This design comes from an exercise in tuning for small area, a short achievable clock period and few clock cycles per item on the open sky130 flow, not from production work. Only simulation tests tie the RTL to the original design; equivalence was not proved. Power figures rest on the tool's default switching activity, not on a simulated workload.

$ cat config.mk
export PLATFORM = sky130hd
export DESIGN_NAME = FPU
export DESIGN_NICKNAME = FPU
export VERILOG_FILES = /design/flow/design.v
export SDC_FILE = /design/flow/constraint.sdc
export NUM_CORES = 8
export LEC_CHECK = 0
export CAP_MARGIN = 20
export CORE_MARGIN = 2
export CORE_UTILIZATION = 55
export CTS_CLUSTER_DIAMETER = 120
export CTS_CLUSTER_SIZE = 28
export PLACE_DENSITY = 0.65
export SLEW_MARGIN = 20
export SYNTH_HIERARCHICAL = 1
export SYNTH_MINIMUM_KEEP_SIZE = 0
export TNS_END_PERCENT = 5
$ cat constraint.sdc
create_clock -name core_clock -period 15.0 [get_ports {Clock}]
set_input_delay 3.0000 -clock core_clock [delete_from_list [all_inputs] [get_ports {Clock}]]
set_output_delay 3.0000 -clock core_clock [all_outputs]
set_load 0.01 [all_outputs]
$ cat design.v
module mul24(input [23:0] a, input [23:0] a2, input [11:0] one, input [11:0] two, input [11:0] neg, input b23, input en, input [25:0] x0, input [25:0] x1, output [47:0] r0, output [47:0] r1);
wire [299:0] pv;
wire [25:0] ax = {1'b0, a, 1'b0};
wire [25:0] ax2 = {1'b0, a2, 1'b0};
wire [23:0] pl = a & {24{b23}};
wire [11:0] nn = ~neg & {12{en}};
wire t1, t2;
wire t3, t4;
wire t5, t6;
wire t7, t8;
wire t9, t10;
wire t11, t12;
wire t13, t14;
wire t15, t16;
wire t17, t18;
wire t19, t20;
wire t21, t22;
wire t23, t24;
wire t25, t26;
wire t27, t28;
wire t29, t30;
wire t31, t32;
wire t33, t34;
wire t35, t36;
wire t37, t38;
wire t39, t40;
wire t41, t42;
wire t43, t44;
wire t45, t46;
wire t47, t48;
wire t49, t50;
wire t51, t52;
wire t53, t54;
wire t55, t56;
wire t57, t58;
wire t59, t60;
wire t61, t62;
wire t63, t64;
wire t65, t66;
wire t67, t68;
wire t69, t70;
wire t71, t72;
wire t73, t74;
wire t75, t76;
wire t77, t78;
wire t79, t80;
wire t81, t82;
wire t83, t84;
wire t85, t86;
wire t87, t88;
wire t89, t90;
wire t91, t92;
wire t93, t94;
wire t95, t96;
wire t97, t98;
wire t99, t100;
wire t101, t102;
wire t103, t104;
wire t105, t106;
wire t107, t108;
wire t109, t110;
wire t111, t112;
wire t113, t114;
wire t115, t116;
wire t117, t118;
wire t119, t120;
wire t121, t122;
wire t123, t124;
wire t125, t126;
wire t127, t128;
wire t129, t130;
wire t131, t132;
wire t133, t134;
wire t135, t136;
wire t137, t138;
wire t139, t140;
wire t141, t142;
wire t143, t144;
wire t145, t146;
wire t147, t148;
wire t149, t150;
wire t151, t152;
wire t153, t154;
wire t155, t156;
wire t157, t158;
wire t159, t160;
wire t161, t162;
wire t163, t164;
wire t165, t166;
wire t167, t168;
wire t169, t170;
wire t171, t172;
wire t173, t174;
wire t175, t176;
wire t177, t178;
wire t179, t180;
wire t181, t182;
wire t183, t184;
wire t185, t186;
wire t187, t188;
wire t189, t190;
wire t191, t192;
wire t193, t194;
wire t195, t196;
wire t197, t198;
wire t199, t200;
wire t201, t202;
wire t203, t204;
wire t205, t206;
wire t207, t208;
wire t209, t210;
wire t211, t212;
wire t213, t214;
wire t215, t216;
wire t217, t218;
wire t219, t220;
wire t221, t222;
wire t223, t224;
wire t225, t226;
wire t227, t228;
wire t229, t230;
wire t231, t232;
wire t233, t234;
wire t235, t236;
wire t237, t238;
wire t239, t240;
wire t241, t242;
wire t243, t244;
wire t245, t246;
wire t247, t248;
wire t249, t250;
wire t251, t252;
wire t253, t254;
wire t255, t256;
wire t257, t258;
wire t259, t260;
wire t261, t262;
wire t263, t264;
wire t265, t266;
wire t267, t268;
wire t269, t270;
wire t271, t272;
wire t273, t274;
wire t275, t276;
wire t277, t278;
wire t279, t280;
wire t281, t282;
wire t283, t284;
wire t285, t286;
wire t287, t288;
wire t289, t290;
wire t291, t292;
wire t293, t294;
wire t295, t296;
wire t297, t298;
wire t299, t300;
wire t301, t302;
wire t303, t304;
wire t305, t306;
wire t307, t308;
wire t309, t310;
wire t311, t312;
wire t313, t314;
wire t315, t316;
wire t317, t318;
wire t319, t320;
wire t321, t322;
wire t323, t324;
wire t325, t326;
wire t327, t328;
wire t329, t330;
wire t331, t332;
wire t333, t334;
wire t335, t336;
wire t337, t338;
wire t339, t340;
wire t341, t342;
wire t343, t344;
wire t345, t346;
wire t347, t348;
wire t349, t350;
wire t351, t352;
wire t353, t354;
wire t355, t356;
wire t357, t358;
wire t359, t360;
wire t361, t362;
wire t363, t364;
wire t365, t366;
wire t367, t368;
wire t369, t370;
wire t371, t372;
wire t373, t374;
wire t375, t376;
wire t377, t378;
wire t379, t380;
wire t381, t382;
wire t383, t384;
wire t385, t386;
wire t387, t388;
wire t389, t390;
wire t391, t392;
wire t393, t394;
wire t395, t396;
wire t397, t398;
wire t399, t400;
wire t401, t402;
wire t403, t404;
wire t405, t406;
wire t407, t408;
wire t409, t410;
wire t411, t412;
wire t413, t414;
wire t415, t416;
wire t417, t418;
wire t419, t420;
wire t421, t422;
wire t423, t424;
wire t425, t426;
wire t427, t428;
wire t429, t430;
wire t431, t432;
wire t433, t434;
wire t435, t436;
wire t437, t438;
wire t439, t440;
wire t441, t442;
wire t443, t444;
wire t445, t446;
wire t447, t448;
wire t449, t450;
wire t451, t452;
wire t453, t454;
wire t455, t456;
wire t457, t458;
wire t459, t460;
wire t461, t462;
wire t463, t464;
wire t465, t466;
wire t467, t468;
wire t469, t470;
wire t471, t472;
wire t473, t474;
wire t475, t476;
wire t477, t478;
wire t479, t480;
wire t481, t482;
wire t483, t484;
wire t485, t486;
wire t487, t488;
wire t489, t490;
wire t491, t492;
wire t493, t494;
wire t495, t496;
wire t497, t498;
wire t499, t500;
wire t501, t502;
wire t503, t504;
wire t505, t506;
wire t507, t508;
wire t509, t510;
wire t511, t512;
wire t513, t514;
wire t515, t516;
wire t517, t518;
wire t519, t520;
wire t521, t522;
wire t523, t524;
wire t525, t526;
wire t527, t528;
wire t529, t530;
wire t531, t532;
wire t533, t534;
wire t535, t536;
wire t537, t538;
wire t539, t540;
wire t541, t542;
wire t543, t544;
wire t545, t546;
wire t547, t548;
wire t549, t550;
wire t551, t552;
wire t553, t554;
wire t555, t556;
wire t557, t558;
wire t559, t560;
wire t561, t562;
wire t563, t564;
wire t565, t566;
wire t567, t568;
wire t569, t570;
wire t571, t572;
wire t573, t574;
wire t575, t576;
wire t577, t578;
wire t579, t580;
wire t581, t582;
wire t583, t584;
wire t585, t586;
wire t587, t588;
wire t589, t590;
wire t591, t592;
genvar gi, gj;
generate for (gi = 0; gi < 6; gi = gi + 1) begin : g_pp
  for (gj = 0; gj < 25; gj = gj + 1) begin : g_j
    bpp u(one[gi], two[gi], neg[gi], ax2[gj+1], ax2[gj], pv[gi*25+gj]);
  end
end endgenerate
generate for (gi = 6; gi < 12; gi = gi + 1) begin : g_pq
  for (gj = 0; gj < 25; gj = gj + 1) begin : g_j
    bpp u(one[gi], two[gi], neg[gi], ax[gj+1], ax[gj], pv[gi*25+gj]);
  end
end endgenerate
ha2 ut1(pv[16], pv[39], t1, t2);
ha2 ut3(pv[17], pv[40], t3, t4);
fa3 ut5(pv[18], pv[41], pv[64], t5, t6);
ha2 ut7(pv[87], pv[110], t7, t8);
fa3 ut9(pv[19], pv[42], pv[65], t9, t10);
ha2 ut11(pv[88], pv[111], t11, t12);
fa3 ut13(pv[20], pv[43], pv[66], t13, t14);
fa3 ut15(pv[89], pv[112], pv[135], t15, t16);
ha2 ut17(pv[158], pv[181], t17, t18);
fa3 ut19(pv[21], pv[44], pv[67], t19, t20);
fa3 ut21(pv[90], pv[113], pv[136], t21, t22);
ha2 ut23(pv[159], pv[182], t23, t24);
fa3 ut25(pv[22], pv[45], pv[68], t25, t26);
fa3 ut27(pv[91], pv[114], pv[137], t27, t28);
fa3 ut29(pv[160], pv[183], pv[206], t29, t30);
ha2 ut31(pv[229], pv[252], t31, t32);
fa3 ut33(pv[23], pv[46], pv[69], t33, t34);
fa3 ut35(pv[92], pv[115], pv[138], t35, t36);
fa3 ut37(pv[161], pv[184], pv[207], t37, t38);
ha2 ut39(pv[230], pv[253], t39, t40);
fa3 ut41(pv[24], pv[47], pv[70], t41, t42);
fa3 ut43(pv[93], pv[116], pv[139], t43, t44);
fa3 ut45(pv[162], pv[185], pv[208], t45, t46);
fa3 ut47(pv[231], pv[254], pv[277], t47, t48);
fa3 ut49(neg[0], pv[48], pv[71], t49, t50);
fa3 ut51(pv[94], pv[117], pv[140], t51, t52);
fa3 ut53(pv[163], pv[186], pv[209], t53, t54);
fa3 ut55(pv[232], pv[255], pv[278], t55, t56);
fa3 ut57(neg[0], pv[49], pv[72], t57, t58);
fa3 ut59(pv[95], pv[118], pv[141], t59, t60);
fa3 ut61(pv[164], pv[187], pv[210], t61, t62);
fa3 ut63(pv[233], pv[256], pv[279], t63, t64);
fa3 ut65(nn[0], nn[1], pv[73], t65, t66);
fa3 ut67(pv[96], pv[119], pv[142], t67, t68);
fa3 ut69(pv[165], pv[188], pv[211], t69, t70);
fa3 ut71(pv[234], pv[257], pv[280], t71, t72);
fa3 ut73(en, pv[74], pv[97], t73, t74);
fa3 ut75(pv[120], pv[143], pv[166], t75, t76);
fa3 ut77(pv[189], pv[212], pv[235], t77, t78);
ha2 ut79(pv[258], pv[281], t79, t80);
fa3 ut81(nn[2], pv[98], pv[121], t81, t82);
fa3 ut83(pv[144], pv[167], pv[190], t83, t84);
fa3 ut85(pv[213], pv[236], pv[259], t85, t86);
fa3 ut87(en, pv[99], pv[122], t87, t88);
fa3 ut89(pv[145], pv[168], pv[191], t89, t90);
ha2 ut91(pv[214], pv[237], t91, t92);
fa3 ut93(nn[3], pv[123], pv[146], t93, t94);
fa3 ut95(pv[169], pv[192], pv[215], t95, t96);
fa3 ut97(en, pv[124], pv[147], t97, t98);
ha2 ut99(pv[170], pv[193], t99, t100);
fa3 ut101(nn[4], pv[148], pv[171], t101, t102);
ha2 ut103(en, pv[149], t103, t104);
ha2 ut105(pv[10], pv[33], t105, t106);
ha2 ut107(pv[11], pv[34], t107, t108);
fa3 ut109(pv[12], pv[35], pv[58], t109, t110);
ha2 ut111(pv[81], pv[104], t111, t112);
fa3 ut113(pv[13], pv[36], pv[59], t113, t114);
ha2 ut115(pv[82], pv[105], t115, t116);
fa3 ut117(pv[14], pv[37], pv[60], t117, t118);
fa3 ut119(pv[83], pv[106], pv[129], t119, t120);
ha2 ut121(pv[152], pv[175], t121, t122);
fa3 ut123(pv[15], pv[38], pv[61], t123, t124);
fa3 ut125(pv[84], pv[107], pv[130], t125, t126);
ha2 ut127(pv[153], pv[176], t127, t128);
fa3 ut129(t1, pv[62], pv[85], t129, t130);
fa3 ut131(pv[108], pv[131], pv[154], t131, t132);
fa3 ut133(pv[177], pv[200], neg[8], t133, t134);
fa3 ut135(t2, t3, pv[63], t135, t136);
fa3 ut137(pv[86], pv[109], pv[132], t137, t138);
fa3 ut139(pv[155], pv[178], pv[201], t139, t140);
fa3 ut141(t4, t5, t7, t141, t142);
fa3 ut143(pv[133], pv[156], pv[179], t143, t144);
fa3 ut145(pv[202], pv[225], neg[9], t145, t146);
fa3 ut147(t6, t8, t9, t147, t148);
fa3 ut149(t11, pv[134], pv[157], t149, t150);
fa3 ut151(pv[180], pv[203], pv[226], t151, t152);
fa3 ut153(t10, t12, t13, t153, t154);
fa3 ut155(t15, t17, pv[204], t155, t156);
fa3 ut157(pv[227], pv[250], neg[10], t157, t158);
fa3 ut159(t14, t16, t18, t159, t160);
fa3 ut161(t19, t21, t23, t161, t162);
fa3 ut163(pv[205], pv[228], pv[251], t163, t164);
fa3 ut165(t20, t22, t24, t165, t166);
fa3 ut167(t25, t27, t29, t167, t168);
fa3 ut169(t31, pv[275], neg[11], t169, t170);
fa3 ut171(t26, t28, t30, t171, t172);
fa3 ut173(t32, t33, t35, t173, t174);
fa3 ut175(t37, t39, pv[276], t175, t176);
fa3 ut177(t34, t36, t38, t177, t178);
fa3 ut179(t40, t41, t43, t179, t180);
fa3 ut181(t45, t47, pl[0], t181, t182);
fa3 ut183(t42, t44, t46, t183, t184);
fa3 ut185(t48, t49, t51, t185, t186);
fa3 ut187(t53, t55, pl[1], t187, t188);
fa3 ut189(t50, t52, t54, t189, t190);
fa3 ut191(t56, t57, t59, t191, t192);
fa3 ut193(t61, t63, pl[2], t193, t194);
fa3 ut195(t58, t60, t62, t195, t196);
fa3 ut197(t64, t65, t67, t197, t198);
fa3 ut199(t69, t71, pl[3], t199, t200);
fa3 ut201(t66, t68, t70, t201, t202);
fa3 ut203(t72, t73, t75, t203, t204);
fa3 ut205(t77, t79, pl[4], t205, t206);
fa3 ut207(t74, t76, t78, t207, t208);
fa3 ut209(t80, t81, t83, t209, t210);
fa3 ut211(t85, pv[282], pl[5], t211, t212);
fa3 ut213(t82, t84, t86, t213, t214);
fa3 ut215(t87, t89, t91, t215, t216);
fa3 ut217(pv[260], pv[283], pl[6], t217, t218);
fa3 ut219(t88, t90, t92, t219, t220);
fa3 ut221(t93, t95, pv[238], t221, t222);
fa3 ut223(pv[261], pv[284], pl[7], t223, t224);
fa3 ut225(t94, t96, t97, t225, t226);
fa3 ut227(t99, pv[216], pv[239], t227, t228);
fa3 ut229(pv[262], pv[285], pl[8], t229, t230);
fa3 ut231(t98, t100, t101, t231, t232);
fa3 ut233(pv[194], pv[217], pv[240], t233, t234);
fa3 ut235(pv[263], pv[286], pl[9], t235, t236);
fa3 ut237(t102, t103, pv[172], t237, t238);
fa3 ut239(pv[195], pv[218], pv[241], t239, t240);
fa3 ut241(pv[264], pv[287], pl[10], t241, t242);
fa3 ut243(t104, nn[5], pv[173], t243, t244);
fa3 ut245(pv[196], pv[219], pv[242], t245, t246);
fa3 ut247(pv[265], pv[288], pl[11], t247, t248);
fa3 ut249(en, pv[174], pv[197], t249, t250);
fa3 ut251(pv[220], pv[243], pv[266], t251, t252);
ha2 ut253(pv[289], pl[12], t253, t254);
fa3 ut255(nn[6], pv[198], pv[221], t255, t256);
fa3 ut257(pv[244], pv[267], pv[290], t257, t258);
fa3 ut259(en, pv[199], pv[222], t259, t260);
ha2 ut261(pv[245], pv[268], t261, t262);
fa3 ut263(nn[7], pv[223], pv[246], t263, t264);
ha2 ut265(en, pv[224], t265, t266);
ha2 ut267(pv[6], pv[29], t267, t268);
ha2 ut269(pv[7], pv[30], t269, t270);
fa3 ut271(pv[8], pv[31], pv[54], t271, t272);
ha2 ut273(pv[77], pv[100], t273, t274);
fa3 ut275(pv[9], pv[32], pv[55], t275, t276);
ha2 ut277(pv[78], pv[101], t277, t278);
fa3 ut279(t105, pv[56], pv[79], t279, t280);
fa3 ut281(pv[102], pv[125], neg[5], t281, t282);
fa3 ut283(t106, t107, pv[57], t283, t284);
fa3 ut285(pv[80], pv[103], pv[126], t285, t286);
fa3 ut287(t108, t109, t111, t287, t288);
fa3 ut289(pv[127], pv[150], neg[6], t289, t290);
fa3 ut291(t110, t112, t113, t291, t292);
fa3 ut293(t115, pv[128], pv[151], t293, t294);
fa3 ut295(t114, t116, t117, t295, t296);
fa3 ut297(t119, t121, neg[7], t297, t298);
fa3 ut299(t118, t120, t122, t299, t300);
fa3 ut301(t123, t125, t127, t301, t302);
fa3 ut303(t124, t126, t128, t303, t304);
fa3 ut305(t129, t131, t133, t305, t306);
fa3 ut307(t130, t132, t134, t307, t308);
fa3 ut309(t135, t137, t139, t309, t310);
fa3 ut311(t136, t138, t140, t311, t312);
fa3 ut313(t141, t143, t145, t313, t314);
fa3 ut315(t142, t144, t146, t315, t316);
fa3 ut317(t147, t149, t151, t317, t318);
fa3 ut319(t148, t150, t152, t319, t320);
fa3 ut321(t153, t155, t157, t321, t322);
fa3 ut323(t154, t156, t158, t323, t324);
fa3 ut325(t159, t161, t163, t325, t326);
fa3 ut327(t160, t162, t164, t327, t328);
fa3 ut329(t165, t167, t169, t329, t330);
fa3 ut331(t166, t168, t170, t331, t332);
fa3 ut333(t171, t173, t175, t333, t334);
fa3 ut335(t172, t174, t176, t335, t336);
fa3 ut337(t177, t179, t181, t337, t338);
fa3 ut339(t178, t180, t182, t339, t340);
fa3 ut341(t183, t185, t187, t341, t342);
fa3 ut343(t184, t186, t188, t343, t344);
fa3 ut345(t189, t191, t193, t345, t346);
fa3 ut347(t190, t192, t194, t347, t348);
fa3 ut349(t195, t197, t199, t349, t350);
fa3 ut351(t196, t198, t200, t351, t352);
fa3 ut353(t201, t203, t205, t353, t354);
fa3 ut355(t202, t204, t206, t355, t356);
fa3 ut357(t207, t209, t211, t357, t358);
fa3 ut359(t208, t210, t212, t359, t360);
fa3 ut361(t213, t215, t217, t361, t362);
fa3 ut363(t214, t216, t218, t363, t364);
fa3 ut365(t219, t221, t223, t365, t366);
fa3 ut367(t220, t222, t224, t367, t368);
fa3 ut369(t225, t227, t229, t369, t370);
fa3 ut371(t226, t228, t230, t371, t372);
fa3 ut373(t231, t233, t235, t373, t374);
fa3 ut375(t232, t234, t236, t375, t376);
fa3 ut377(t237, t239, t241, t377, t378);
fa3 ut379(t238, t240, t242, t379, t380);
fa3 ut381(t243, t245, t247, t381, t382);
fa3 ut383(t244, t246, t248, t383, t384);
fa3 ut385(t249, t251, t253, t385, t386);
fa3 ut387(t250, t252, t254, t387, t388);
fa3 ut389(t255, t257, pl[13], t389, t390);
fa3 ut391(t256, t258, t259, t391, t392);
fa3 ut393(t261, pv[291], pl[14], t393, t394);
fa3 ut395(t260, t262, t263, t395, t396);
fa3 ut397(pv[269], pv[292], pl[15], t397, t398);
fa3 ut399(t264, t265, pv[247], t399, t400);
fa3 ut401(pv[270], pv[293], pl[16], t401, t402);
fa3 ut403(t266, nn[8], pv[248], t403, t404);
fa3 ut405(pv[271], pv[294], pl[17], t405, t406);
fa3 ut407(en, pv[249], pv[272], t407, t408);
ha2 ut409(pv[295], pl[18], t409, t410);
fa3 ut411(nn[9], pv[273], pv[296], t411, t412);
ha2 ut413(en, pv[274], t413, t414);
ha2 ut415(pv[4], pv[27], t415, t416);
ha2 ut417(pv[5], pv[28], t417, t418);
fa3 ut419(t267, pv[52], pv[75], t419, t420);
fa3 ut421(t268, t269, pv[53], t421, t422);
fa3 ut423(t270, t271, t273, t423, t424);
fa3 ut425(t272, t274, t275, t425, t426);
fa3 ut427(t276, t278, t279, t427, t428);
fa3 ut429(t280, t282, t283, t429, t430);
fa3 ut431(t284, t286, t287, t431, t432);
fa3 ut433(t288, t290, t291, t433, t434);
fa3 ut435(t292, t294, t295, t435, t436);
fa3 ut437(t296, t298, t299, t437, t438);
fa3 ut439(t300, t302, t303, t439, t440);
fa3 ut441(t304, t306, t307, t441, t442);
fa3 ut443(t308, t310, t311, t443, t444);
fa3 ut445(t312, t314, t315, t445, t446);
fa3 ut447(t316, t318, t319, t447, t448);
fa3 ut449(t320, t322, t323, t449, t450);
fa3 ut451(t324, t326, t327, t451, t452);
fa3 ut453(t328, t330, t331, t453, t454);
fa3 ut455(t332, t334, t335, t455, t456);
fa3 ut457(t336, t338, t339, t457, t458);
fa3 ut459(t340, t342, t343, t459, t460);
fa3 ut461(t344, t346, t347, t461, t462);
fa3 ut463(t348, t350, t351, t463, t464);
fa3 ut465(t352, t354, t355, t465, t466);
fa3 ut467(t356, t358, t359, t467, t468);
fa3 ut469(t360, t362, t363, t469, t470);
fa3 ut471(t364, t366, t367, t471, t472);
fa3 ut473(t368, t370, t371, t473, t474);
fa3 ut475(t372, t374, t375, t475, t476);
fa3 ut477(t376, t378, t379, t477, t478);
fa3 ut479(t380, t382, t383, t479, t480);
fa3 ut481(t384, t386, t387, t481, t482);
fa3 ut483(t388, t390, t391, t483, t484);
fa3 ut485(t392, t394, t395, t485, t486);
fa3 ut487(t396, t398, t399, t487, t488);
fa3 ut489(t400, t402, t403, t489, t490);
fa3 ut491(t404, t406, t407, t491, t492);
fa3 ut493(t408, t410, t411, t493, t494);
fa3 ut495(t412, t413, pv[297], t495, t496);
fa3 ut497(t414, nn[10], pv[298], t497, t498);
ha2 ut499(en, pv[299], t499, t500);
ha2 ut501(pv[2], pv[25], t501, t502);
ha2 ut503(pv[3], pv[26], t503, t504);
fa3 ut505(t415, pv[50], neg[2], t505, t506);
fa3 ut507(t416, t417, pv[51], t507, t508);
fa3 ut509(t418, t419, neg[3], t509, t510);
fa3 ut511(t420, t421, pv[76], t511, t512);
fa3 ut513(t422, t423, neg[4], t513, t514);
fa3 ut515(t424, t425, t277, t515, t516);
fa3 ut517(t426, t427, t281, t517, t518);
fa3 ut519(t428, t429, t285, t519, t520);
fa3 ut521(t430, t431, t289, t521, t522);
fa3 ut523(t432, t433, t293, t523, t524);
fa3 ut525(t434, t435, t297, t525, t526);
fa3 ut527(t436, t437, t301, t527, t528);
fa3 ut529(t438, t439, t305, t529, t530);
fa3 ut531(t440, t441, t309, t531, t532);
fa3 ut533(t442, t443, t313, t533, t534);
fa3 ut535(t444, t445, t317, t535, t536);
fa3 ut537(t446, t447, t321, t537, t538);
fa3 ut539(t448, t449, t325, t539, t540);
fa3 ut541(t450, t451, t329, t541, t542);
fa3 ut543(t452, t453, t333, t543, t544);
fa3 ut545(t454, t455, t337, t545, t546);
fa3 ut547(t456, t457, t341, t547, t548);
fa3 ut549(t458, t459, t345, t549, t550);
fa3 ut551(t460, t461, t349, t551, t552);
fa3 ut553(t462, t463, t353, t553, t554);
fa3 ut555(t464, t465, t357, t555, t556);
fa3 ut557(t466, t467, t361, t557, t558);
fa3 ut559(t468, t469, t365, t559, t560);
fa3 ut561(t470, t471, t369, t561, t562);
fa3 ut563(t472, t473, t373, t563, t564);
fa3 ut565(t474, t475, t377, t565, t566);
fa3 ut567(t476, t477, t381, t567, t568);
fa3 ut569(t478, t479, t385, t569, t570);
fa3 ut571(t480, t481, t389, t571, t572);
fa3 ut573(t482, t483, t393, t573, t574);
fa3 ut575(t484, t485, t397, t575, t576);
fa3 ut577(t486, t487, t401, t577, t578);
fa3 ut579(t488, t489, t405, t579, t580);
fa3 ut581(t490, t491, t409, t581, t582);
fa3 ut583(t492, t493, pl[19], t583, t584);
fa3 ut585(t494, t495, pl[20], t585, t586);
fa3 ut587(t496, t497, pl[21], t587, t588);
fa3 ut589(t498, t499, pl[22], t589, t590);
fa3 ut591(t500, nn[11], pl[23], t591, t592);
assign r0 = {t590, t588, t586, t584, t582, t580, t578, t576, t574, t572, t570, t568, t566, t564, t562, t560, t558, t556, t554, t552, t550, t548, t546, t544, t542, t540, t538, t536, t534, t532, t530, t528, t526, t524, t522, t520, t518, t516, t514, t512, t510, t508, t506, t504, t502, t501, pv[1], pv[0]} | {x0, 22'd0};
assign r1 = {t591, t589, t587, t585, t583, t581, t579, t577, t575, t573, t571, t569, t567, t565, t563, t561, t559, t557, t555, t553, t551, t549, t547, t545, t543, t541, t539, t537, t535, t533, t531, t529, t527, t525, t523, t521, t519, t517, t515, t513, t511, t509, t507, t505, t503, neg[1], 1'b0, neg[0]} | {x1, 22'd0};
endmodule
module fa3(input a, input b, input c, output s, output co);
assign s = a ^ b ^ c;
assign co = (a & b) | (a & c) | (b & c);
endmodule
module bpp(input one, input two, input neg, input x, input xl, output p);
assign p = ((one & x) | (two & xl)) ^ neg;
endmodule
module ha2(input a, input b, output s, output co);
assign s = a ^ b;
assign co = a & b;
endmodule
module FPU(
input [31:0] Data1,
input [31:0] Data2,
input Clock,
input Reset,
input In_Data_Valid,
input Op,
output reg [31:0] Data_Out,
output reg Out_Data_Valid
);
reg [31:0] a0;
reg [31:23] b0;
reg [23:0] ab0;
reg mz2_0, andz0;
reg [11:0] one0, two0, neg0;
reg b23_0, ha0;
reg op0;
wire [25:0] be = {1'b0, |Data2[30:23], Data2[22:0], 1'b0};
integer i;
reg [2:0] vp;
always @(posedge Clock) begin
	a0 <= Data1;
	b0 <= Data2[31:23];
	op0 <= Op;
	ha0 <= |Data1[30:23];
	ab0 <= Op ? {|Data1[30:23], Data1[22:0]} : {|Data2[30:23], Data2[22:0]};
	mz2_0 <= ~|Data2[22:0];
	andz0 <= ~|(Data1[30:0] & Data2[30:0]);
	b23_0 <= Op & (|Data2[30:23]);
	for (i = 0; i < 12; i = i + 1) begin
		one0[i] <= Op & (be[2*i+1] ^ be[2*i]);
		two0[i] <= Op & ((be[2*i+2] & ~be[2*i+1] & ~be[2*i]) | (~be[2*i+2] & be[2*i+1] & be[2*i]));
		neg0[i] <= Op & be[2*i+2];
	end
end
always @(posedge Clock)
if (Reset) begin
	vp <= 3'd0;
	Out_Data_Valid <= 1'b0;
end else begin
	vp <= {vp[1:0], In_Data_Valid};
	Out_Data_Valid <= vp[2];
end
wire s1 = a0[31];
wire s2 = b0[31];
wire [7:0] e1 = a0[30:23];
wire [7:0] e2 = b0[30:23];
wire [23:0] MA = {ha0, a0[22:0]};
wire [23:0] MB = ab0;    
wire addm = ~op0;
wire swap = {e2, ab0[22:0]} > a0[30:0];
wire ge = e1 >= e2;
wire [7:0] d = ge ? (e1 - e2) : (e2 - e1);
wire [7:0] eL = ge ? e1 : e2;
wire [23:0] ML = swap ? MB : {|e1, a0[22:0]};
wire [23:0] MS = swap ? {|e1, a0[22:0]} : MB;
wire sub = addm & (s1 ^ s2);
wire [23:0] MSs = (op0 || d > 8'd23) ? 24'd0 : (MS >> d[4:0]);
wire [47:0] A0 = {1'b0, ML & {24{addm}}, sub, 22'd0};
wire [47:0] A1 = {sub, MSs ^ {24{sub}}, sub, 22'd0};
wire [47:0] r0, r1;
mul24 mul(.a(MA), .a2(ab0), .one(one0), .two(two0), .neg(neg0), .b23(b23_0), .en(op0),
	.x0(A0[47:22]), .x1(A1[47:22]), .r0(r0), .r1(r1));
wire [9:0] expm = {2'b00, e1} + {2'b00, e2} - 10'd127;
wire [9:0] base = op0 ? expm : {2'b00, eL};
wire [9:0] thr = base - 10'd254;
wire ff1 = &e1;
wire ff2 = &e2;
wire mz1 = ~|a0[22:0];
wire mz2 = mz2_0;
wire z1 = ~|a0[30:0];
wire z2 = ~|e2 & mz2_0;
wire nan = (ff1 & ~mz1) | (ff2 & ~mz2);
wire inf1 = ff1 & mz1;
wire inf2 = ff2 & mz2;
wire efa = nan | (inf1 & inf2 & (s1 ^ s2));
wire efm = nan | (z1 & inf2) | (z2 & inf1);
wire [9:0] bp = base + 10'd1;
reg [47:0] row0, row1;
reg [7:0] bp1;
reg men1, negx1;
reg thrv1, thrge1;
reg op1, sg1, ef1, nzand1, andz1;
always @(posedge Clock) begin
	row0 <= r0;
	row1 <= r1;
	bp1 <= bp[7:0];
	men1 <= ~bp[9] & (bp <= 10'd24);
	negx1 <= bp[9];
	thrv1 <= ~thr[9] & (thr <= 10'd24);
	thrge1 <= ~thr[9] & (thr >= 10'd25);
	op1 <= op0;
	sg1 <= op0 ? (s1 ^ s2) : (swap ? s2 : s1);
	ef1 <= op0 ? efm : efa;
	nzand1 <= ~z1 & ~z2;
	andz1 <= andz0;
end
wire [47:0] X = row0 + row1;
reg [47:0] X2;
reg [7:0] bp2;
reg men2, negx2;
reg thrv2, thrge2;
reg op2, sg2, ef2, nzand2, andz2;
always @(posedge Clock) begin
	X2 <= X;
	bp2 <= bp1;
	men2 <= men1;
	negx2 <= negx1;
	thrv2 <= thrv1;
	thrge2 <= thrge1;
	op2 <= op1;
	sg2 <= sg1;
	ef2 <= ef1;
	nzand2 <= nzand1;
	andz2 <= andz1;
end
wire negx = negx2;
wire [24:0] mask = men2 ? (25'h1000000 >> bp2[4:0]) : 25'd0;
wire [31:0] lzin32 = {X2[47:23] | mask, 7'h7f};
wire [31:0] lz_z0 = ~lzin32;
wire [15:0] lz_z1;
wire [15:0] lz_c1;
assign lz_z1[0] = lz_z0[1] & lz_z0[0];
assign lz_c1[0] = lz_z0[1];
assign lz_z1[1] = lz_z0[3] & lz_z0[2];
assign lz_c1[1] = lz_z0[3];
assign lz_z1[2] = lz_z0[5] & lz_z0[4];
assign lz_c1[2] = lz_z0[5];
assign lz_z1[3] = lz_z0[7] & lz_z0[6];
assign lz_c1[3] = lz_z0[7];
assign lz_z1[4] = lz_z0[9] & lz_z0[8];
assign lz_c1[4] = lz_z0[9];
assign lz_z1[5] = lz_z0[11] & lz_z0[10];
assign lz_c1[5] = lz_z0[11];
assign lz_z1[6] = lz_z0[13] & lz_z0[12];
assign lz_c1[6] = lz_z0[13];
assign lz_z1[7] = lz_z0[15] & lz_z0[14];
assign lz_c1[7] = lz_z0[15];
assign lz_z1[8] = lz_z0[17] & lz_z0[16];
assign lz_c1[8] = lz_z0[17];
assign lz_z1[9] = lz_z0[19] & lz_z0[18];
assign lz_c1[9] = lz_z0[19];
assign lz_z1[10] = lz_z0[21] & lz_z0[20];
assign lz_c1[10] = lz_z0[21];
assign lz_z1[11] = lz_z0[23] & lz_z0[22];
assign lz_c1[11] = lz_z0[23];
assign lz_z1[12] = lz_z0[25] & lz_z0[24];
assign lz_c1[12] = lz_z0[25];
assign lz_z1[13] = lz_z0[27] & lz_z0[26];
assign lz_c1[13] = lz_z0[27];
assign lz_z1[14] = lz_z0[29] & lz_z0[28];
assign lz_c1[14] = lz_z0[29];
assign lz_z1[15] = lz_z0[31] & lz_z0[30];
assign lz_c1[15] = lz_z0[31];
wire [7:0] lz_z2;
wire [15:0] lz_c2;
assign lz_z2[0] = lz_z1[1] & lz_z1[0];
assign lz_c2[1:0] = lz_z1[1] ? {1'b1, lz_c1[0:0]} : {1'b0, lz_c1[1:1]};
assign lz_z2[1] = lz_z1[3] & lz_z1[2];
assign lz_c2[3:2] = lz_z1[3] ? {1'b1, lz_c1[2:2]} : {1'b0, lz_c1[3:3]};
assign lz_z2[2] = lz_z1[5] & lz_z1[4];
assign lz_c2[5:4] = lz_z1[5] ? {1'b1, lz_c1[4:4]} : {1'b0, lz_c1[5:5]};
assign lz_z2[3] = lz_z1[7] & lz_z1[6];
assign lz_c2[7:6] = lz_z1[7] ? {1'b1, lz_c1[6:6]} : {1'b0, lz_c1[7:7]};
assign lz_z2[4] = lz_z1[9] & lz_z1[8];
assign lz_c2[9:8] = lz_z1[9] ? {1'b1, lz_c1[8:8]} : {1'b0, lz_c1[9:9]};
assign lz_z2[5] = lz_z1[11] & lz_z1[10];
assign lz_c2[11:10] = lz_z1[11] ? {1'b1, lz_c1[10:10]} : {1'b0, lz_c1[11:11]};
assign lz_z2[6] = lz_z1[13] & lz_z1[12];
assign lz_c2[13:12] = lz_z1[13] ? {1'b1, lz_c1[12:12]} : {1'b0, lz_c1[13:13]};
assign lz_z2[7] = lz_z1[15] & lz_z1[14];
assign lz_c2[15:14] = lz_z1[15] ? {1'b1, lz_c1[14:14]} : {1'b0, lz_c1[15:15]};
wire [3:0] lz_z3;
wire [11:0] lz_c3;
assign lz_z3[0] = lz_z2[1] & lz_z2[0];
assign lz_c3[2:0] = lz_z2[1] ? {1'b1, lz_c2[1:0]} : {1'b0, lz_c2[3:2]};
assign lz_z3[1] = lz_z2[3] & lz_z2[2];
assign lz_c3[5:3] = lz_z2[3] ? {1'b1, lz_c2[5:4]} : {1'b0, lz_c2[7:6]};
assign lz_z3[2] = lz_z2[5] & lz_z2[4];
assign lz_c3[8:6] = lz_z2[5] ? {1'b1, lz_c2[9:8]} : {1'b0, lz_c2[11:10]};
assign lz_z3[3] = lz_z2[7] & lz_z2[6];
assign lz_c3[11:9] = lz_z2[7] ? {1'b1, lz_c2[13:12]} : {1'b0, lz_c2[15:14]};
wire [1:0] lz_z4;
wire [7:0] lz_c4;
assign lz_z4[0] = lz_z3[1] & lz_z3[0];
assign lz_c4[3:0] = lz_z3[1] ? {1'b1, lz_c3[2:0]} : {1'b0, lz_c3[5:3]};
assign lz_z4[1] = lz_z3[3] & lz_z3[2];
assign lz_c4[7:4] = lz_z3[3] ? {1'b1, lz_c3[8:6]} : {1'b0, lz_c3[11:9]};
wire [0:0] lz_z5;
wire [4:0] lz_c5;
assign lz_z5[0] = lz_z4[1] & lz_z4[0];
assign lz_c5[4:0] = lz_z4[1] ? {1'b1, lz_c4[3:0]} : {1'b0, lz_c4[7:4]};
wire [4:0] cnt = lz_c5;
wire zeroM = ~|X2[47:23];
wire [46:0] q0 = X2[46:0];
wire [46:0] q1 = cnt[4] ? {q0[30:0], 16'd0} : q0;
wire [46:0] q2 = cnt[3] ? {q1[38:0], 8'd0} : q1;
wire [46:0] q3 = cnt[2] ? {q2[42:0], 4'd0} : q2;
wire [46:0] q4 = cnt[1] ? {q3[44:0], 2'd0} : q3;
wire [46:0] shl = cnt[0] ? {q4[45:0], 1'd0} : q4;
wire [7:0] et = bp2 - {3'd0, cnt};
wire [4:0] thr5 = bp2[4:0] + 5'd1;
wire [24:0] therm = ~(25'h0ffffff >> thr5);
wire OFm = thrge2 | (thrv2 & (|(X2[47:23] & therm)));
wire bp255 = (bp2 == 8'd255);
wire OFa = zeroM ? bp255 : ((bp255 & X2[47]) | ((bp2 == 8'd0) & ~X2[47] & X2[46]));
wire OF = op2 ? OFm : OFa;
wire zero25 = ~|lzin32[31:7];
wire [22:0] mres = (OF || negx || zero25 || (op2 && andz2)) ? 23'd0 : shl[46:24];
wire [7:0] eres = OF ? 8'hFF :
                  (op2 ? ((nzand2 && !negx) ? et : 8'd0)
                       : (zeroM ? 8'd0 : et));
always @(posedge Clock)
	Data_Out <= ef2 ? 32'hFFFFFFFF : {sg2, eres, mres};
endmodule
$ cat flow/run.sh
#!/bin/bash
set -euo pipefail
bash standard.sh SETUP_SLACK_MARGIN=10.9 REMOVE_ABC_BUFFERS=1 'BUFFER_PORTS_ARGS=-buffer_cell sky130_fd_sc_hd__buf_1' finish > standard.log 2>&1
$ cat standard.sh
#!/bin/bash
# synth_recipe.tcl (not shown) runs the flow's synth.tcl, then flattens the netlist and writes it again
# the make line also repeats each setting of config.mk as NAME=value (left out here)
make -C /OpenROAD-flow-scripts/flow DESIGN_CONFIG=/design/flow/config.mk WORK_HOME=/design/flow/orfs CLKGATE_MAP_FILE= SYNTH_SCRIPT=/design/flow/synth_recipe.tcl "${@:-finish}"
==> results of run 1 <==
## repair_timing
| action | 4_1_cts | 5_1_grt |
|---|---|---|
| endpoints found under the setup margin | 76 | 84 |
| gates resized for setup | 76 | 73 |
| cloned | 4 | 0 |
| pin swaps | 9 | 13 |
| setup buffers | 21 | 14 |
## area by class of cell
cell class,instances,area share
tap,748,0.0280
multi-input combinational,2452,0.710
clock inverter,7,0.00284
timing repair buffer,223,0.0436
clock buffer,17,0.0127
antenna,2,0.000150
sequential,319,0.192
inverter,90,0.0101
## per-module statistics from Yosys, one instance, submodules excluded
module / cells / copies in the design
FPU: 1933 / 1
bpp: 2 / 300
fa3: 1 / 264
ha2: 1 / 32
mul24: 136 / 1
## placed cells by master, fill, tap and decap left out, types with 38 or more instances in the layout
cell / count
xnor2_1: 379
a22oi_2: 301
dfxtp_1: 296
fa_1: 269
a21oi_1: 142
ha_1: 142
nand2_1: 135
mux2i_1: 115
buf_4: 106
buf_1: 99
nor2_1: 97
o21ai_0: 86
inv_1: 83
or2_2: 57
a21o_1: 45
nor3_1: 43
mux2_2: 38
## registers in the layout, summed over array words and instances, names as in the netlist, 8 cells and up
signal / count
X2: 48
row0: 48
row1: 48
Data_Out: 32
a0: 32
ab0: 24
neg0: 12
one0: 12
two0: 12
b0: 9
bp1: 8
bp2: 8
## worst max path at each step
stage / startpoint / endpoint / slack, ns
2_1_floorplan: bp2[1] / Data_Out[30] / 8.44
3_3_place_gp: a0[22] / row1[27] / 9.72
3_5_place_dp: a0[22] / row1[27] / 9.67
4_1_cts: bp2[0] / Data_Out[30] / 10.73
5_1_grt: a0[30] / row1[25] / 10.68
6_report: two0[9] / row1[27] / 10.80
## report_power, final
| part | total [mW] | switching, mW | internal, mW |
|---|---|---|---|
| Clock | 0.535 | 0.314 | 0.221 |
| Combinational | 4.51 | 2.61 | 1.91 |
| Sequential | 1.38 | 0.221 | 1.16 |
| Total | 6.43 | 3.14 | 3.29 |
## logic make-up after synthesis
logic type	Yosys count	share of synthesized area
AO/OA/AOI/OAI	818	0.236
other	2	0.000246
AND/OR/NAND/NOR	607	0.106
multiplexers	167	0.0579
XOR/XNOR	412	0.118
buffers and inverters	220	0.0346
adder cells (fa/ha/maj)	420	0.238
flip-flops	319	0.209
## per-stage QoR
step | utilization | setup WS, ns | power, mW | hold slack [ns] | area (sq um)
2_1_floorplan | - | 8.44 | 3.99 | 0.310 | 29900
3_3_place_gp | 0.580 | 9.72 | 5.62 | 0.313 | 31900
3_5_place_dp | 0.580 | 9.67 | 5.69 | 0.314 | 31900
4_1_cts | 0.600 | 10.73 | 6.28 | 0.328 | 33000
5_1_grt | 0.608 | 10.68 | 6.80 | 0.343 | 33400
6_report | 0.608 | 10.80 | 6.43 | 0.331 | 33400
## per-layer routing
metal / vias up / part of all wire
li1: 11000 / -
met1: 12600 / 0.41
met2: 1296 / 0.46
met3: 289 / 0.082
met4: 4 / 0.050
met5: - / 0.00022
## synth_stat cells (45+ instances only)
| master | instances |
|---|---|
| xnor2_1 | 380 |
| inv_1 | 86 |
| a21oi_1 | 144 |
| or2_2 | 57 |
| dfxtp_1 | 319 |
| clkbuf_1 | 59 |
| a22oi_2 | 301 |
| nor2_1 | 105 |
| a21o_1 | 45 |
| o21ai_0 | 89 |
| nor3_1 | 49 |
| fa_1 | 269 |
| buf_4 | 49 |
| ha_1 | 151 |
| mux2i_1 | 123 |
| nand2_1 | 138 |
==> impl_metrics.csv, run 1 <==
group,metric,value,unit
floorplanning,die-area,0.0574,sq mm
clock_network,cts.htree.levels,1,
worst_setup_path,rrSetupSlack,10.80,ns
grt,grtUsageMet3,0.0622,
grt,use_met1,0.473,
worst_setup_path,worstPathArrival,4.66,ns
timing,rsz0062_at_grt,"true",
final_layout,nets,3591,
synthesis,ys_top_cells_by_area,"dfxtp_1 21%, fa_1 18%, a22oi_2 12%",
timing,max_freq,238,MHz
worst_setup_path,reg2reg_depth,9,
synthesis,avgSynthCellArea,10.3,sq um
final_layout,regArea,0.00643,sq mm
drt,first_pass_iters,5,
worst_setup_path,cpMostUsedCell,"fa_1",
clock_network,cts_buffer_depth,3,
hold_path,holdPathEnd,"bp2[3]",
placement,dp_hpwl,76300,um
grt,grt_pass1_wl,157000,um
worst_setup_path,crit_path_cell_trace,"buf_4 -> a22oi_2 -> xnor2_1 -> fa_1 -> fa_1 -> fa_1 -> fa_1 -> fa_1 -> or2_2",
worst_setup_path,rr_endpoint,"row1[27]",
drt,wl_per_cell,27.0,um
synthesis,ys_seq_area_frac,0.209,
hold_path,min_from,"bp1[3]",
worst_setup_path,worstPathBufferInverterCount,1,
grt,gr-total-overflow,0,
synthesis,syn_area,0.0305,sq mm
timing,timing.final.hold_violations,0,
timing,layout_worst_path_cycle_share,0.280,
power_and_ir_drop,peakVddDrop,0.136,mV
clock_network,clock_latency,0.56,ns
drt,drtIter0Drc,2312,
worst_setup_path,path_delay_family,"adder cells",
worst_setup_path,slowest_stage,"fa_1",
floorplanning,die_x,240,um
worst_setup_path,cp-start-kind,"flop",
timing,slew_headroom,0.236,
clock_network,clk_pin_slew,0.11,ns
power_and_ir_drop,p_leak,12.4,nW
synthesis,netlist.area_leader.share,0.209,
timing,fin_tns_setup,0,ns
outcome,status,"complete, no violations",
floorplanning,die_y,240,um
synthesis,syn_inst,2965,
synthesis,ys.flop_type,"dfxtp_1",
grt,grt_max_degree,52,
floorplanning,ios,101,
synthesis,synth_cell_types,91,
timing,worst_slew_pin_slew,1.12,ns
synthesis,synth-seq-cells,319,
worst_setup_path,crit_required,15.46,ns
clock_network,hold_buffers,0,
synthesis,yosysTopAreaCell,"dfxtp_1",
final_layout,fill_cells,4719,
final_layout,instances_no_fill,3858,
worst_setup_path,cp-end-kind,"flop",
clock_network,numCtsBuffers,17,
clock_network,ctsRootBufferMaster,"clkbuf_16",
final_layout,drive_gt1_frac,0.225,
flow_run,cap_viol_max_count,0,
placement,dp_cells,3793,
timing,period_minus_slack,4.20,ns
grt,antenna_found_initial,6,
timing,slew_violations,0,
placement,gp_congestion,0.949,
worst_setup_path,cp.depth,9,
timing,skew,0.0211,ns
floorplanning,core,0.0550,sq mm
worst_setup_path,rr_startpoint,"two0[9]",
floorplanning,row_count,86,
synthesis,async_flop_share,0,
drt,routed_wl,104000,um
final_layout,syn_to_final_growth,9.52,%
timing,finalSetupViolations,0,
hold_path,hold_path_depth,0,
hold_path,min_path_type,"flop to flop",
drt,drc,0,
power_and_ir_drop,power_density,192,mW/mm^2
worst_setup_path,critPathKind,"flop to flop",
final_layout,multi_input_area,0.0237,sq mm
synthesis,synth-edff-count,0,
synthesis,yosysWarnings,7,
worst_setup_path,critPathMaxStageDelay,0.65,ns
drt,antenna_left,0,
placement,portBuffers,100,
clock_network,cts_sinks,319,
worst_setup_path,crit_fanout,25,
clock_network,cts_tree,"done",
grt,top_usage_layer,"met2",
drt,num_vias,25200,
grt,first_global_vias,25500,
grt,gr-usage-met2,0.590,
grt,track_usage,0.362,
floorplanning,initial_utilization,0.555,
drt,post_drt_via_cell_ratio,6.52,
Testbench counts, summed over its fixed seeds: cycles 14,231, items 8,000.
==> inputs of run 2 (changes only) <==
==> flow/run.sh (replaced) <==
#!/bin/bash
set -euo pipefail
bash standard.sh SETUP_SLACK_MARGIN=10.6 'BUFFER_PORTS_ARGS=-buffer_cell sky130_fd_sc_hd__buf_1' finish > standard.log 2>&1
==> run 2 against run 1 <==
  * Still clean on timing, DRC and antenna
  * Sequential power barely moved
  * Fmax fell by 6.0%
  * Power fell by 1.8%
  * Core utilization fell by 0.87 points
  * Critical path type unchanged
  * Largest cell class unchanged
  * Highest routed layer is now met4
==> impl_metrics.csv, run 2 <==
group,metric,value,unit
placement,dp_cells,3788,
timing,skew,0.0259,ns
timing,slew_violations,0,
flow_run,cap_viol_max_count,0,
synthesis,yosysTopAreaCell,"dfxtp_1",
synthesis,netlist.area_leader.share,0.209,
floorplanning,die_x,240,um
clock_network,hold_buffers,0,
worst_setup_path,worstPathArrival,4.89,ns
synthesis,synth_commonest_cells,"380 x xnor2_1, 319 x dfxtp_1, 301 x a22oi_2",
clock_network,ctsRootBufferMaster,"clkbuf_16",
worst_setup_path,cpMostUsedCell,"fa_1",
drt,post_drt_via_cell_ratio,6.38,
clock_network,numCtsBuffers,16,
power_and_ir_drop,p_total,6.31,mW
final_layout,final_area,0.0330,sq mm
worst_setup_path,crit_required,15.43,ns
clock_network,cts_tree,"done",
hold_path,hold_path_depth,0,
worst_setup_path,critPathMaxStageDelay,0.72,ns
timing,worst_slew_pin_slew,1.02,ns
synthesis,syn_area,0.0305,sq mm
drt,drtIter0Drc,2280,
clock_network,cts_sinks,319,
grt,first_global_vias,25000,
drt,first_pass_iters,6,
clock_network,clk_pin_slew,0.12,ns
final_layout,top_regs,"X2: 48 flops, row0: 48 flops, row1: 48 flops",
worst_setup_path,critPathKind,"flop to flop",
timing,timing.final.hold_violations,0,
worst_setup_path,crit_path_cell_trace,"buf_4 -> nor2b_1 -> fa_1 -> fa_1 -> fa_1 -> fa_1 -> fa_1 -> or2_2",
grt,antenna_found_initial,5,
placement,place_area,0.0319,sq mm
timing,finalSetupViolations,0,
timing,rsz0062_at_grt,"true",
final_layout,final_common_cell,"xnor2_1",
synthesis,syn_inst,2965,
placement,gp_congestion,0.963,
final_layout,nets,3579,
synthesis,synth_cell_types,91,
drt,antenna_left,0,
final_layout,syn_to_final_growth,7.95,%
worst_setup_path,reg2reg_depth,8,
power_and_ir_drop,peakVddDrop,0.158,mV
grt,use_met1,0.456,
synthesis,ys.flop_type,"dfxtp_1",
final_layout,final_cell_mix,"379 x xnor2_1, 301 x a22oi_2, 297 x dfxtp_1",
worst_setup_path,crit_fanout,70,
grt,track_usage,0.347,
floorplanning,initial_utilization,0.555,
worst_setup_path,slowest_stage,"buf_4",
placement,portBuffers,100,
clock_network,cts_buffer_depth,3,
worst_setup_path,cp-end-kind,"flop",
grt,gr-usage-met2,0.575,
synthesis,ys_top_cells_by_area,"dfxtp_1 21%, fa_1 18%, a22oi_2 12%",
power_and_ir_drop,power_density,192,mW/mm^2
floorplanning,row_count,86,
timing,layout_worst_path_cycle_share,0.298,
timing,fin_tns_setup,0,ns
timing,slew_headroom,0.321,
floorplanning,die-area,0.0574,sq mm
grt,grt_pass1_wl,153000,um
synthesis,yosysMostFrequentCell,"xnor2_1",
timing,max_freq,224,MHz
synthesis,ys_seq_area_frac,0.209,
timing,period_minus_slack,4.47,ns
grt,grtUsageMet3,0.0452,
clock_network,clock_latency,0.55,ns
synthesis,synth-seq-cells,319,
synthesis,yosysWarnings,7,
grt,gr-total-overflow,0,
synthesis,synth-edff-count,0,
drt,routed_wl,99600,um
synthesis,async_flop_share,0,
synthesis,avgSynthCellArea,10.3,sq um
outcome,status,"complete, no violations",
floorplanning,ios,101,
worst_setup_path,cp-start-kind,"flop",
floorplanning,die_y,240,um
drt,drc,0,
drt,num_vias,24500,
power_and_ir_drop,p_leak,12.3,nW
drt,wl_per_cell,25.9,um
floorplanning,core,0.0550,sq mm
hold_path,min_path_type,"flop to flop",
placement,dp_hpwl,75100,um
final_layout,drive_gt1_frac,0.207,
final_layout,instances_no_fill,3847,
clock_network,cts.htree.levels,1,
grt,top_usage_layer,"met2",
grt,grt_max_degree,71,
[run 2: changes by cell type in the layout (fill, tap and decap cells not counted), moves of 4 or more]
cell	delta
dfxtp_2	+4
nor2_2	-5
dfxtp_4	-5
o31ai_1	+4
mux2i_1	+5
buf_4	-5
a211oi_2	-4
ha_4	-4
ha_1	+5
buf_6	-5
nor3_2	-6
a211oi_1	+4
nor3_1	+6
nor2_1	+4
[run 2: final timing paths]
check	from	end	slack, ns
worst max-delay path	op0	row1[32]	10.53
worst min-delay path	op1	op2	0.32
worst max register to register	op0	row1[32]	10.53
worst min register to register	op1	op2	0.32
[run 2: report_power, final]
group	internal [mW]	switching, mW
logic	1.87	2.55
registers	1.16	0.216
clock network	0.220	0.298
[run 2: layer usage]
layer	vias to the layer above	routed length (um)	part of all wire
met2	1168	46900	0.47
met1	12200	40800	0.41
met3	255	6990	0.070
li1	11000	-	-
met5	-	0	0
met4	0	4910	0.049
[run 2: critical path, delay by kind of cell (launching register included)]
kind	cells	cell delay [ns]
buf+inv	1	0.72
flops	1	0.33
simple gates	2	0.70
fa+ha+maj	5	2.55
[run 2: cell families after synthesis]
logic type / count (synthesis) / synth area share
flops: 319 / 0.209
mux: 167 / 0.0579
buf+inv: 220 / 0.0346
compound gates: 818 / 0.236
simple gates: 607 / 0.106
fa+ha+maj: 420 / 0.238
xor+xnor: 412 / 0.118
other cells: 2 / 0.000246
[run 2: final cells by class]
type | instances | area (sq um)
multi-input cells | 2453 | 23400
fillers | 4813 | 22000
flip-flops and latches | 319 | 6420
repair buffers | 211 | 1330
well taps | 748 | 936
clock buffers | 20 | 447
inverters | 90 | 338
clock inverters | 3 | 48.8
diodes | 3 | 7.51
[run 2: stage by stage]
stage	worst slack, ns	hold slack (ns)	util
after CTS	10.48	0.329	0.595
after detailed placement	9.59	0.313	0.580
final	10.53	0.322	0.599
after global placement	9.70	0.311	0.580
after global routing	10.35	0.333	0.599
after floorplan	10.82	0.310	-
[run 2: repair_timing]
action	CTS	global route
endpoints found under the hold margin	0	0
endpoints found under the setup margin	47	52
gates cloned	3	2
resized for setup	36	32
pin swaps	9	4
buffers inserted	20	8
[run 2: Yosys stat by module (local to each module, per instance)]
| module | cells | times used | cell area, sq um | flip-flops and latches |
|---|---|---|---|---|
| FPU | 1933 | 1 | 17500 | 319 |
| bpp | 2 | 300 | 21.3 | 0 |
| fa3 | 1 | 264 | 20.0 | 0 |
| ha2 | 1 | 32 | 12.5 | 0 |
| mul24 | 136 | 1 | 936 | 0 |
==> inputs of run 3 (changes only) <==
==> flow/run.sh (replaced) <==
#!/bin/bash
set -euo pipefail
bash standard.sh SETUP_SLACK_MARGIN=11.05 'BUFFER_PORTS_ARGS=-buffer_cell sky130_fd_sc_hd__buf_1' finish > standard.log 2>&1
==> run 3 against run 2 <==
  * Design area is 4.7% higher
  * Largest power group unchanged
  * Power increased by 2.7%
  * Combinational power is 2% higher
  * Critical path depth increased by 9
  * Sequential power increased by 3%
  * Routed wire length is 5.9% higher
  * Cell count rose by 1.3%
  * Synthesized cell count unchanged
  * Hold slack better by 0.0074 ns
  * Non-clock buffer count grew 51
  * Still clean on timing, DRC and antenna
==> impl_metrics.csv, run 3 <==
group,metric,value,unit
synthesis,synth-seq-cells,319,
final_layout,multi_input_area,0.0240,sq mm
final_layout,nets,3629,
worst_setup_path,rr_startpoint,"a0[23]",
synthesis,avgSynthCellArea,10.3,sq um
final_layout,final_util,0.628,
synthesis,synth_commonest_cells,"380 x xnor2_1, 319 x dfxtp_1, 301 x a22oi_2",
worst_setup_path,cp-end-kind,"flop",
synthesis,netlist.area_leader.share,0.209,
placement,place_area,0.0317,sq mm
drt,drtIter0Drc,2274,
synthesis,yosysWarnings,7,
timing,timing.final.hold_violations,0,
synthesis,ys_seq_area_frac,0.209,
grt,track_usage,0.365,
grt,top_usage_layer,"met2",
timing,period_minus_slack,4.08,ns
floorplanning,die-area,0.0574,sq mm
drt,wl_per_cell,27.1,um
clock_network,cts_tree,"done",
clock_network,cts_buffer_depth,3,
grt,antenna_found_initial,4,
grt,first_global_vias,25800,
final_layout,final_cell_mix,"380 x xnor2_1, 301 x a22oi_2, 267 x fa_1",
timing,layout_worst_path_cycle_share,0.272,
synthesis,synthMuxAreaShare,0.0579,
timing,skew,0.0311,ns
worst_setup_path,rr_endpoint,"row1[27]",
clock_network,ctsRootBufferMaster,"clkbuf_16",
synthesis,synth-edff-count,0,
final_layout,top_regs,"X2: 48 flops, row0: 48 flops, row1: 48 flops",
clock_network,numCtsBuffers,17,
grt,grtUsageMet3,0.0803,
final_layout,final_area,0.0345,sq mm
power_and_ir_drop,p_sw_frac,0.483,
power_and_ir_drop,peakVddDrop,0.169,mV
synthesis,ys_top_cells_by_area,"dfxtp_1 21%, fa_1 18%, a22oi_2 12%",
clock_network,clk_pin_slew,0.11,ns
timing,slew_headroom,0.322,
worst_setup_path,worstPathArrival,4.53,ns
power_and_ir_drop,netSwitchingPower,3.13,mW
grt,grt_max_degree,62,
power_and_ir_drop,p_comb_frac,0.698,
synthesis,async_flop_share,0,
timing,slew_violations,0,
placement,dp_hpwl,74800,um
timing,fin_tns_setup,0,ns
power_and_ir_drop,p_int,3.35,mW
drt,post_drt_via_cell_ratio,6.48,
synthesis,yosysTopAreaCell,"dfxtp_1",
drt,routed_wl,105000,um
worst_setup_path,crit_fanout,5,
synthesis,ys.flop_type,"dfxtp_1",
grt,use_met1,0.458,
power_and_ir_drop,clock_power_share,0.083,
hold_path,hold_path_depth,0,
synthesis,synth_xor_area_frac,0.118,
timing,finalSetupViolations,0,
clock_network,cts.htree.levels,1,
clock_network,clock_latency,0.57,ns
flow_run,cap_viol_max_count,0,
synthesis,yosysMostFrequentCell,"xnor2_1",
drt,first_pass_iters,6,
final_layout,regArea,0.00658,sq mm
floorplanning,ios,101,
worst_setup_path,rrSetupSlack,10.92,ns
synthesis,synth_top_family_by_area,"adder cells",
hold_path,min_path_type,"flop to flop",
final_layout,fill_cells,4617,
floorplanning,die_y,240,um
grt,gr-total-overflow,0,
grt,gr-usage-met2,0.589,
worst_setup_path,cp-start-kind,"flop",
hold_path,min_from,"bp1[2]",
synthesis,syn_inst,2965,
power_and_ir_drop,seqPwrFrac,0.219,
synthesis,synthAdderAreaFrac,0.238,
placement,portBuffers,100,
drt,num_vias,25300,
synthesis,synth_cell_types,91,
final_layout,instances_no_fill,3896,
drt,antenna_left,0,
final_layout,syn_to_final_growth,13.1,%
timing,hold_ws,0.330,ns
drt,drc,0,
worst_setup_path,crit_required,15.46,ns
floorplanning,core,0.0550,sq mm
outcome,status,"complete, no violations",
floorplanning,die_x,240,um
timing,worst_slew_pin_slew,1.00,ns
worst_setup_path,critPathKind,"flop to flop",
worst_setup_path,reg2reg_depth,17,
grt,grt_pass1_wl,159000,um
clock_network,cts_sinks,319,
synthesis,synth_compound_area_frac,0.236,
timing,rsz0062_at_grt,"true",
placement,gp_congestion,0.963,
synthesis,synth-simple-area-share,0.106,
final_layout,final_common_cell,"xnor2_1",
timing,max_freq,245,MHz
power_and_ir_drop,p_leak,12.8,nW
synthesis,syn_area,0.0305,sq mm
final_layout,drive_gt1_frac,0.262,
floorplanning,row_count,86,
floorplanning,initial_utilization,0.555,
power_and_ir_drop,power_density,188,mW/mm^2
hold_path,holdPathEnd,"bp2[2]",
placement,dp_cells,3764,
## run 3: per-module statistics from Yosys, one instance, submodules excluded
module	cell area (sq um)	cells inside
FPU	17500	1933
bpp	21.3	2
fa3	20.0	1
ha2	12.5	1
mul24	936	136
## run 3: timing repair
item | in CTS | in global routing
endpoints found under the setup margin | 117 | 106
gates resized for setup | 169 | 114
setup buffers | 72 | 29
hold endpoints to repair | 0 | 0
gates cloned | 4 | 1
pin swaps | 19 | 32
hold buffers | 0 | 0
## run 3: worst max-delay path: stages (launching register included)
cell	delay, ns
dfxtp_2	0.37
inv_4	0.06
ha_4	0.25
buf_12	0.12
nand4b_1	0.17
buf_6	0.15
nor4_4	0.38
a21bo_4	0.29
a41o_4	0.27
a21oi_4	0.25
buf_6	0.15
mux2i_4	0.09
mux2_4	0.28
mux2_4	0.29
a21o_1	0.19
a2111oi_4	0.31
xnor2_1	0.11
or2_4	0.23
## run 3: cells by family after synthesis
| logic type | after synthesis |
|---|---|
| xor gates and xnor gates | 412 |
| AOI/OAI and AO/OA | 818 |
| buffers and inverters | 220 |
| adders and majority gates | 420 |
| other | 2 |
| DFF | 319 |
| muxes | 167 |
| and+or+nand+nor | 607 |
## run 3: power groups by stage
stage | Sequential (mW) | Clock, mW | Combinational, mW
after floorplan | 1.38 | 0 | 2.83
after global placement | 1.44 | 0 | 4.15
after detailed placement | 1.45 | 0 | 4.19
after CTS | 1.41 | 0.553 | 4.32
after global routing | 1.44 | 0.582 | 4.85
final | 1.42 | 0.539 | 4.52
## run 3: worst max-delay path by stage
stage	slack, ns	start	depth (start not counted)	end
global route	10.78	ab0[8]	14	row1[37]
CTS	10.92	Data_Out[3]	1	Data_Out[3]
global placement	9.86	ab0[2]	13	row1[27]
floorplan	11.04	ab0[2]	13	row1[27]
finish	10.92	a0[23]	17	row1[27]
detailed placement	9.77	ab0[2]	14	row1[27]
## run 3: final cells by class
cell class	instances	share of cell area
Multi-Input combinational cell	2451	0.695
Sequential cell	319	0.191
Timing Repair Buffer	262	0.0616
Tap cell	748	0.0271
Clock buffer	18	0.0127
Inverter	90	0.0104
Clock inverter	7	0.00257
Antenna cell	1	0.0000725
## run 3: per-stage QoR
stage               setup WS, ns  power [mW]
finish                     10.92        6.48
global route               10.78        6.87
CTS                        10.92        6.28
detailed placement          9.77        5.64
global placement            9.86        5.60
floorplan                  11.04        4.22
## run 3: routing by layer
metal / vias to the layer above / wire length, um / part of all wire
li1: 11100 / - / -
met1: 12400 / 41300 / 0.39
met2: 1365 / 47800 / 0.45
met3: 406 / 9500 / 0.090
met4: 2 / 6850 / 0.065
met5: - / 9 / 0.000085
==> inputs of run 4 (changes only) <==
==> flow/run.sh (replaced) <==
#!/bin/bash
set -euo pipefail
bash standard.sh SETUP_SLACK_MARGIN=10.9 'BUFFER_PORTS_ARGS=-buffer_cell sky130_fd_sc_hd__buf_1' finish > standard.log 2>&1
==> run 4 against run 3 <==
  * Area after synthesis unchanged
  * Clock skew is 0.00090 ns higher
  * Clock power fell by 13%
  * Hold slack lost 0.0015 ns
  * Setup slack worse by 0.12 ns
  * Largest cell class unchanged
  * Still clean
==> impl_metrics.csv, run 4 <==
group,metric,value,unit
power_and_ir_drop,p_comb_frac,0.706,
drt,drtIter0Drc,2018,
final_layout,final_area,0.0336,sq mm
clock_network,cts.htree.levels,1,
synthesis,yosysTopAreaCell,"dfxtp_1",
drt,drc,0,
timing,worst_slew_pin_slew,1.13,ns
grt,grt_max_degree,71,
drt,num_vias,24800,
synthesis,ys_seq_area_frac,0.209,
timing,finalSetupViolations,0,
placement,portBuffers,100,
final_layout,nets,3598,
synthesis,synth_commonest_cells,"380 x xnor2_1, 319 x dfxtp_1, 301 x a22oi_2",
clock_network,clock_latency,0.55,ns
final_layout,drive_gt1_frac,0.236,
power_and_ir_drop,seqPwrFrac,0.220,
synthesis,synth_cell_types,91,
clock_network,cts_sinks,319,
drt,antenna_left,0,
drt,post_drt_via_cell_ratio,6.43,
final_layout,syn_to_final_growth,10.2,%
synthesis,synth-edff-count,0,
synthesis,synth-seq-cells,319,
final_layout,final_cell_mix,"379 x xnor2_1, 301 x a22oi_2, 277 x dfxtp_1",
floorplanning,die_x,240,um
clock_network,numCtsBuffers,15,
worst_setup_path,cp-end-kind,"flop",
timing,rsz0062_at_grt,"true",
clock_network,ctsRootBufferMaster,"clkbuf_16",
outcome,status,"complete, no violations",
final_layout,regArea,0.00650,sq mm
drt,wl_per_cell,26.5,um
timing,period_minus_slack,4.19,ns
final_layout,final_common_cell,"xnor2_1",
placement,place_area,0.0318,sq mm
timing,fin_tns_setup,0,ns
grt,gr-total-overflow,0,
grt,antenna_found_initial,5,
floorplanning,core,0.0550,sq mm
power_and_ir_drop,p_leak,12.5,nW
synthesis,ys_top_cells_by_area,"dfxtp_1 21%, fa_1 18%, a22oi_2 12%",
synthesis,ys.flop_type,"dfxtp_1",
flow_run,cap_viol_max_count,0,
grt,grt_pass1_wl,154000,um
timing,layout_worst_path_cycle_share,0.279,
synthesis,yosysMostFrequentCell,"xnor2_1",
worst_setup_path,cp-start-kind,"flop",
timing,slew_violations,0,
placement,gp_congestion,0.977,
synthesis,syn_area,0.0305,sq mm
final_layout,multi_input_area,0.0238,sq mm
clock_network,clk_pin_slew,0.11,ns
power_and_ir_drop,clock_power_share,0.074,
clock_network,cts_tree,"done",
worst_setup_path,crit_fanout,16,
timing,slew_headroom,0.232,
synthesis,syn_inst,2965,
drt,routed_wl,102000,um
power_and_ir_drop,power_density,190,mW/mm^2
floorplanning,ios,101,
grt,first_global_vias,25100,
drt,first_pass_iters,7,
synthesis,yosysWarnings,7,
floorplanning,die_y,240,um
synthesis,avgSynthCellArea,10.3,sq um
worst_setup_path,critPathKind,"flop to flop",
synthesis,netlist.area_leader.share,0.209,
timing,max_freq,239,MHz
power_and_ir_drop,p_int,3.27,mW
timing,skew,0.0320,ns
power_and_ir_drop,peakVddDrop,0.230,mV
power_and_ir_drop,p_sw_frac,0.487,
floorplanning,die-area,0.0574,sq mm
final_layout,fill_cells,4706,
power_and_ir_drop,p_total,6.38,mW
worst_setup_path,crit_required,15.43,ns
floorplanning,row_count,86,
placement,dp_hpwl,75300,um
placement,dp_cells,3780,
timing,timing.final.hold_violations,0,
power_and_ir_drop,netSwitchingPower,3.11,mW
final_layout,top_regs,"X2: 48 flops, row0: 48 flops, row1: 48 flops",
worst_setup_path,worstPathArrival,4.62,ns
hold_path,min_path_type,"flop to flop",
clock_network,cts_buffer_depth,3,
floorplanning,initial_utilization,0.555,
final_layout,instances_no_fill,3860,
synthesis,async_flop_share,0,
grt,track_usage,0.351,
[run 4: cell types whose count changed in the layout (fill, tap and decap cells not counted), moves of 4 or more]
cell | before | now
ha_2 | 6 | 2
dfxtp_2 | 29 | 18
dfxtp_1 | 247 | 277
mux2i_2 | 6 | 10
ha_1 | 134 | 140
nor3_2 | 5 | 9
dfxtp_4 | 43 | 24
nor3_1 | 44 | 40
buf_8 | 9 | 0
buf_6 | 29 | 11
buf_16 | 7 | 0
[run 4: kinds of logic (layout without fill, tap and decap cells)]
family / Yosys count / after routing / share of synthesized area
compound gates: 818 / 819 / 0.236
xor+xnor: 412 / 412 / 0.118
fa+ha+maj: 420 / 420 / 0.238
buf+inv: 220 / 340 / 0.0346
flops: 319 / 319 / 0.209
mux: 167 / 168 / 0.0579
other cells: 2 / 27 / 0.000246
simple gates: 607 / 607 / 0.106
[run 4: final timing paths]
check	start	endpoint	slack (ns)	depth (start not counted)
worst max register to register	ab0[23]	row1[31]	10.81	9
worst min register to register	nzand1	nzand2	0.33	0
worst min-delay path	nzand1	nzand2	0.33	0
worst max-delay path	ab0[23]	row1[31]	10.81	9
[run 4: critical path, cell delays in order, from the launching register on]
cell and delay, ns:
dfxtp_1 0.32, buf_4 0.38, a22oi_2 0.10, xnor2_1 0.34, fa_1 0.50, fa_1 0.55, fa_1 0.47, fa_1 0.50
fa_1 0.60, or2_2 0.31
[run 4: timing repair]
| action | in CTS | in global routing |
|---|---|---|
| hold buffers | 0 | 0 |
| pin swaps | 13 | 22 |
| buffers inserted | 29 | 23 |
| gates cloned | 5 | 4 |
| endpoints found under the setup margin | 82 | 71 |
| resized for setup | 96 | 105 |
[run 4: metal layers]
layer	share of wire	GRT usage	vias up
li1	-	-	11000
met1	0.40	0.454	12400
met2	0.47	0.585	1155
met3	0.071	0.0516	260
met4	0.050	0.152	4
met5	0.00025	0	-
[run 4: cell type report]
| cell class | count | area share |
|---|---|---|
| repair buffers | 232 | 0.0490 |
| flip-flops and latches | 319 | 0.193 |
| multi-input cells | 2452 | 0.708 |
| clock buffers | 16 | 0.0113 |
| clock inverters | 2 | 0.000633 |
| well taps | 748 | 0.0278 |
| inverters | 90 | 0.0103 |
| diodes | 1 | 0.0000744 |
[run 4: stage by stage]
step	setup WS, ns	util	hold WS [ns]
floorplan	10.88	-	0.310
global placement	9.62	0.579	0.311
detailed placement	9.50	0.579	0.313
CTS	10.76	0.599	0.330
global route	10.70	0.612	0.330
finish	10.81	0.612	0.328
[run 4: power groups by stage]
| stage | Sequential, mW | Combinational, mW | Clock, mW |
|---|---|---|---|
| global route | 1.42 | 4.84 | 0.509 |
| detailed placement | 1.41 | 4.27 | 0 |
| floorplan | 1.38 | 2.83 | 0 |
| CTS | 1.39 | 4.33 | 0.482 |
| finish | 1.40 | 4.50 | 0.471 |
| global placement | 1.41 | 4.22 | 0 |
[run 4: Yosys stat by module, one instance, submodules excluded]
| module | flops+latches | times used | cells inside | cell area [sq um] |
|---|---|---|---|---|
| FPU | 319 | 1 | 1933 | 17500 |
| mul24 | 0 | 1 | 136 | 936 |
| bpp | 0 | 300 | 2 | 21.3 |
| ha2 | 0 | 32 | 1 | 12.5 |
| fa3 | 0 | 264 | 1 | 20.0 |

==> afterwards: timing with drivers on the ports <==
How much do the figures lean on ideal ports? The routed layouts below were timed once more, with nothing changed but the port constraints. Step 1, drivers: a clkbuf_16 drives Clock and a buf_2 each remaining input, both assumed. Step 2 also shifts input and output timing later by t, the mid clock arrival at the registers, as if the neighbouring blocks saw the same clock. Three values: no drivers, after step 1, after step 2; two values: the first two.
| run | t, ns | setup WS [ns] |
|---|---|---|
| run 1 | 0.620 | 10.799 / 10.799 / 10.475 |
| run 2 | 0.600 | 10.532 / 10.532 / 10.532 |
| run 3 | 0.615 | 10.924 / 10.894 / 10.597 |
| run 4 | 0.601 | 10.809 / 10.809 / 10.532 |
After both steps every run listed still meets setup and hold.
